This is an optimization exercise on Yosys and OpenROAD, whose aim is small area, not a production implementation.
No functional check of the RTL was part of any run shown here.

==> flow/design.v (outline; a module is shown in full before it is edited, if it fits) <==
// module low_sel: 15 lines
// module booth_sel: 17 lines
// module fa: 8 lines
// module fac: 8 lines
// module ha: 8 lines
// module booth_enc: 26 lines
// module negsum: 64 lines
// module dot_lo: 364 lines
// module dot_hi: 361 lines
// module cpa20: 49 lines
// module multiply_matrix: 95 lines
module multiply_matrix
(
    input clk,
    input load,
	input load_w,
	input [159:0] c,
    input [63:0] a,
	input [63:0] b,
    output logic [159:0] out
);
  // ...
==> flow/flow/run.sh <==
#!/bin/bash
# Layout: the standard flow (standard.sh, unchanged synthesis and steps),
# with the input and output port buffers made of sky130_fd_sc_hd__buf_1,
# clock tree synthesis without dummy loads and with larger sink clusters, and
# global routing that offers less of met1/met2 (flow/fastroute.tcl).
set -euo pipefail
export BUFFER_PORTS_ARGS="-buffer_cell sky130_fd_sc_hd__buf_1"
export CTS_ARGS="-sink_clustering_enable -repair_clock_nets -dont_use_dummy_load -sink_clustering_size 30 -sink_clustering_max_diameter 80 -buf_list sky130_fd_sc_hd__clkbuf_16"
export FASTROUTE_TCL="$PWD/flow/fastroute.tcl"
bash standard.sh > standard_flow.log 2>&1
==> flow/flow/fastroute.tcl <==
# Global routing layers as the platform sets them, with less of met1 and met2
# offered to the global router so that it uses more met3 and met4.
set_global_routing_layer_adjustment $::env(MIN_ROUTING_LAYER)-$::env(MAX_ROUTING_LAYER) 0.2
set_global_routing_layer_adjustment met1 0.5
set_global_routing_layer_adjustment met2 0.4

set_routing_layers -clock $::env(MIN_CLK_ROUTING_LAYER)-$::env(MAX_ROUTING_LAYER)
set_routing_layers -signal $::env(MIN_ROUTING_LAYER)-$::env(MAX_ROUTING_LAYER)
==> flow/standard.sh <==
#!/bin/bash
# synth_recipe.tcl (not shown) runs the flow's synth.tcl, then flattens the netlist and writes it again
# the make line also repeats each setting of config.mk as NAME=value (left out here)
make -C /OpenROAD-flow-scripts/flow DESIGN_CONFIG=/design/flow/config.mk WORK_HOME=/design/flow/orfs CLKGATE_MAP_FILE= SYNTH_SCRIPT=/design/flow/synth_recipe.tcl "${@:-finish}"
==> flow/config.mk <==
export PLATFORM = sky130hd
export DESIGN_NAME = multiply_matrix
export DESIGN_NICKNAME = multiply_matrix
export VERILOG_FILES = /design/flow/design.v
export SDC_FILE = /design/flow/constraint.sdc
export NUM_CORES = 8
export LEC_CHECK = 0
export CAP_MARGIN = 20
export CORE_MARGIN = 2
export CORE_UTILIZATION = 55
export CTS_BUF_LIST = sky130_fd_sc_hd__clkbuf_8 sky130_fd_sc_hd__clkbuf_16
export CTS_CLUSTER_DIAMETER = 60
export CTS_CLUSTER_SIZE = 20
export PLACE_DENSITY = 0.68
export SLEW_MARGIN = 20
export SYNTH_HIERARCHICAL = 1
==> flow/constraint.sdc <==
create_clock -name core_clock -period 5.0 [get_ports {clk}]
set_input_delay 1.0000 -clock core_clock [delete_from_list [all_inputs] [get_ports {clk}]]
set_output_delay 1.0000 -clock core_clock [all_outputs]
set_load 0.01 [all_outputs]
==> impl_metrics.json, run 1 <==
{
  "top_register": "s",
  "first_global_vias": 118008,
  "cts_buffer_depth": 4,
  "cp-end-kind": "flip-flop",
  "worstSetupPathType": "flip-flop to flip-flop",
  "met3_length_mm": 130.6,
  "final_common_cell": "fa_1",
  "setup_ws_ns": -0.001955,
  "synth-warning-count": 13,
  "dpl.hpwl_mm": 477.4,
  "clkLatencyLatePin_ns": 0.92,
  "seqCellArea_um2": 66600,
  "violations": "setup timing",
  "bufAreaShareNonClock_pct": 6.299,
  "globalRoute.busiestLayer": "met2",
  "syn-cell-area_um2": 157300,
  "rows": 196,
  "status": "complete, but fails checks",
  "die_w_um": 538.8,
  "grt-ovfl-total": 0,
  "whs_ns": 0.2495,
  "core-area_um2": 285000,
  "path_max_fanout": 5,
  "setup_viol": 1,
  "dieArea_um2": 290300,
  "buffers_excl_clock": 1360,
  "cp.buffers_inverters": 1,
  "ctsResizeCount": 6
}
==> run 2, diff against run 1 <==
--- a/flow/config.mk
+++ b/flow/config.mk
@@ -9,3 +9,3 @@
 export CORE_MARGIN = 2
-export CORE_UTILIZATION = 55
+export CORE_UTILIZATION = 45
 export CTS_BUF_LIST = sky130_fd_sc_hd__clkbuf_8 sky130_fd_sc_hd__clkbuf_16
@@ -13,3 +13,3 @@
 export CTS_CLUSTER_SIZE = 20
-export PLACE_DENSITY = 0.68
+export PLACE_DENSITY = 0.6
 export SLEW_MARGIN = 20
==> impl_metrics.json, run 2 <==
{
  "status": "no timing/DRC/antenna violations",
  "nets": 13462,
  "die_w_um": 595.3,
  "fin_crit_ns": 4.904,
  "vias_per_cell": 6.737,
  "multi_input_area_um2": 79430,
  "worstHoldStart": "b[45]",
  "dpl.hpwl_mm": 513.5,
  "drt_pass1_iterations": 17,
  "drc_errors": 0,
  "io_buffer_count": 450,
  "first_iter_violations": 15352,
  "startpoint": "e2[6]",
  "max_clock_freq_ghz": 0.2039,
  "worstPathArrival_ns": 5.52,
  "clkLatencyLatePin_ns": 0.96,
  "worstSetupPathType": "flip-flop to flip-flop",
  "track_usage_pct": 46.96,
  "finalMaxSlewViolations": 0,
  "final_antenna_net_count": 0,
  "path_max_fanout": 17,
  "cts_buffer_depth": 4,
  "cts_tree": "built",
  "root_buffer": "clkbuf_16",
  "vias": 101490,
  "largest_register_ffs": 960,
  "synth_cells": 10227,
  "grt_pass1_wl_mm": 912.0,
  "top_regs": "s (960), w (512)",
  "rows": 217,
  "required_ns": 5.62,
  "cts_buffers": 150,
  "cts_hold_repair.buffers": 0,
  "core-area_um2": 348600,
  "fp.dieH_um": 595.3,
  "clkTransAtPathRegs_ns": 0.10,
  "mostFrequentLayoutCells": "fa_1, edfxtp_1, a222oi_1, buf_4, inv_1",
  "setup_viol": 0,
  "cts_sinks": 2218,
  "ios": 451,
  "drive_gt1_share_pct": 11.50,
  "dieArea_um2": 354400,
  "fin_skew_ns": 0.1163,
  "timing.final.crit_share_pct": 98.08,
  "cp-end-kind": "flip-flop",
  "final_hold_viol_count": 0,
  "syn_nets": 13257,
  "holdCritPathClass": "primary input to flip-flop",
  "syn-cell-area_um2": 157300,
  "grt_max_degree": 102,
  "drt-total-wl_mm": 667.5,
  "antenna_found_initial": 57,
  "whs_ns": 0.2010,
  "start_util_pct": 45.13,
  "cap_violations": 0,
  "synth-warning-count": 13,
  "grt-ovfl-total": 0,
  "worst_pin_slew_ns": 1.133,
  "first_global_vias": 113618,
  "seqCellArea_um2": 66600,
  "top_register": "s",
  "synth.avg_cell_area_um2": 15.38,
  "wl_per_cell_um": 44.31,
  "start_kind": "flip-flop",
  "fill_cells": 29728,
  "setup_tns_ns": 0,
  "gp_congestion": 1.069,
  "area_growth_pct": 7.932,
  "slew_headroom_pct": 24.44,
  "htree_levels": 4,
  "r2r_start": "e2[6]",
  "rsz0062_at_grt": "no",
  "final_common_cell": "fa_1"
}
-- run 2: changes by cell type in the layout (fill, tap and decap cells not counted), moves of 3 or more --
cell       previous run  this run
buf_12              163       170
buf_4               747       830
clkbuf_16           141       150
fa_1               2386      2390
fa_2                  6         2
ha_1                342       346
ha_4                  5         1
inv_2                 3         0
-- run 2: path summary, 6_finish.rpt --
check | to | slack (ns) | cells past startpoint
worst max register to register | s0b[62] | 0.1 | 9
worst min-delay path | w[0][45] | 0.20 | 1
worst max-delay path | s0b[62] | 0.1 | 9
worst min register to register | s[5][107] | 0.38 | 0
-- run 2: worst max-delay path, stage by stage (launching register included) --
cell and delay, ns:
edfxtp_1 0.42, buf_12 0.19, buf_12 0.20, a222oi_1 0.72, fa_1 0.57, fa_1 0.45
fa_1 0.48, fa_1 0.45, fa_1 0.63, fa_1 0.45
-- run 2: timing repair --
item / CTS / global route
pin swaps: 0 / 2
endpoints found under the setup margin: 3 / 9
resized for setup: 3 / 12
setup buffers: 0 / 3
-- run 2: area by class of cell --
type                       instances  share of cell area [%]
tap                             4599                   3.389
inverter                         737                   1.632
timing repair buffer            1453                   6.714
multi-input combinational       5872                   46.78
clock buffer                     150                   2.211
sequential                      2218                   39.22
antenna                           36                 0.05305
-- run 2: stage by stage --
stage               cells  worst slack, ns  area, um^2  util, %
detailed placement  14874          -0.1439      165900    47.57
CTS                 15024         0.001317      169600    48.65
global route        15042          0.01532      169700    48.69
finish              15065          0.09617      169800    48.71
floorplan           10227           0.5040      157300        -
global placement    14873          -0.1322      165800    47.56
-- run 2: metal layers --
| metal | part of all wire [%] | wire length, um | GRT usage, % | vias up |
|---|---|---|---|---|
| met5 | 0.20 | 1320 | 2.502 | - |
| met4 | 8.9 | 59670 | 29.67 | 68 |
| met3 | 19 | 129300 | 33.11 | 2113 |
| met2 | 37 | 249700 | 62.50 | 8176 |
| met1 | 34 | 227400 | 63.28 | 51655 |
| li1 | - | - | - | 39478 |

## port drivers added, routing unchanged
No port has a modelled driver above. Below, the same layouts with a new extraction and two added sets of constraints. Step 1 sets driving cells, clkbuf_16 on the clock port and buf_2 on the other inputs (assumed; they add their load-dependent delay and slew). Step 2 adds t to the input delays and takes it off the output delays; t is the mean of the earliest and latest rising clock arrival at the registers after step 1. Input paths then give back, and output paths get back, about the clock's delay inside the block. Slacks: ideal / step 1 / step 2; pairs: ideal / step 1.
run	t, ns	setup slack, ns	latest minus earliest clock arrival (ns)	slew at the worst register clock pin (ns)	pins driven straight from the clock port
run 1	0.963	-0.002 / -0.002 / -0.002	0.112 / 0.112	0.11 / 0.11	1
run 2	1.024	0.096 / 0.096 / 0.096	0.125 / 0.125	0.11 / 0.11	1
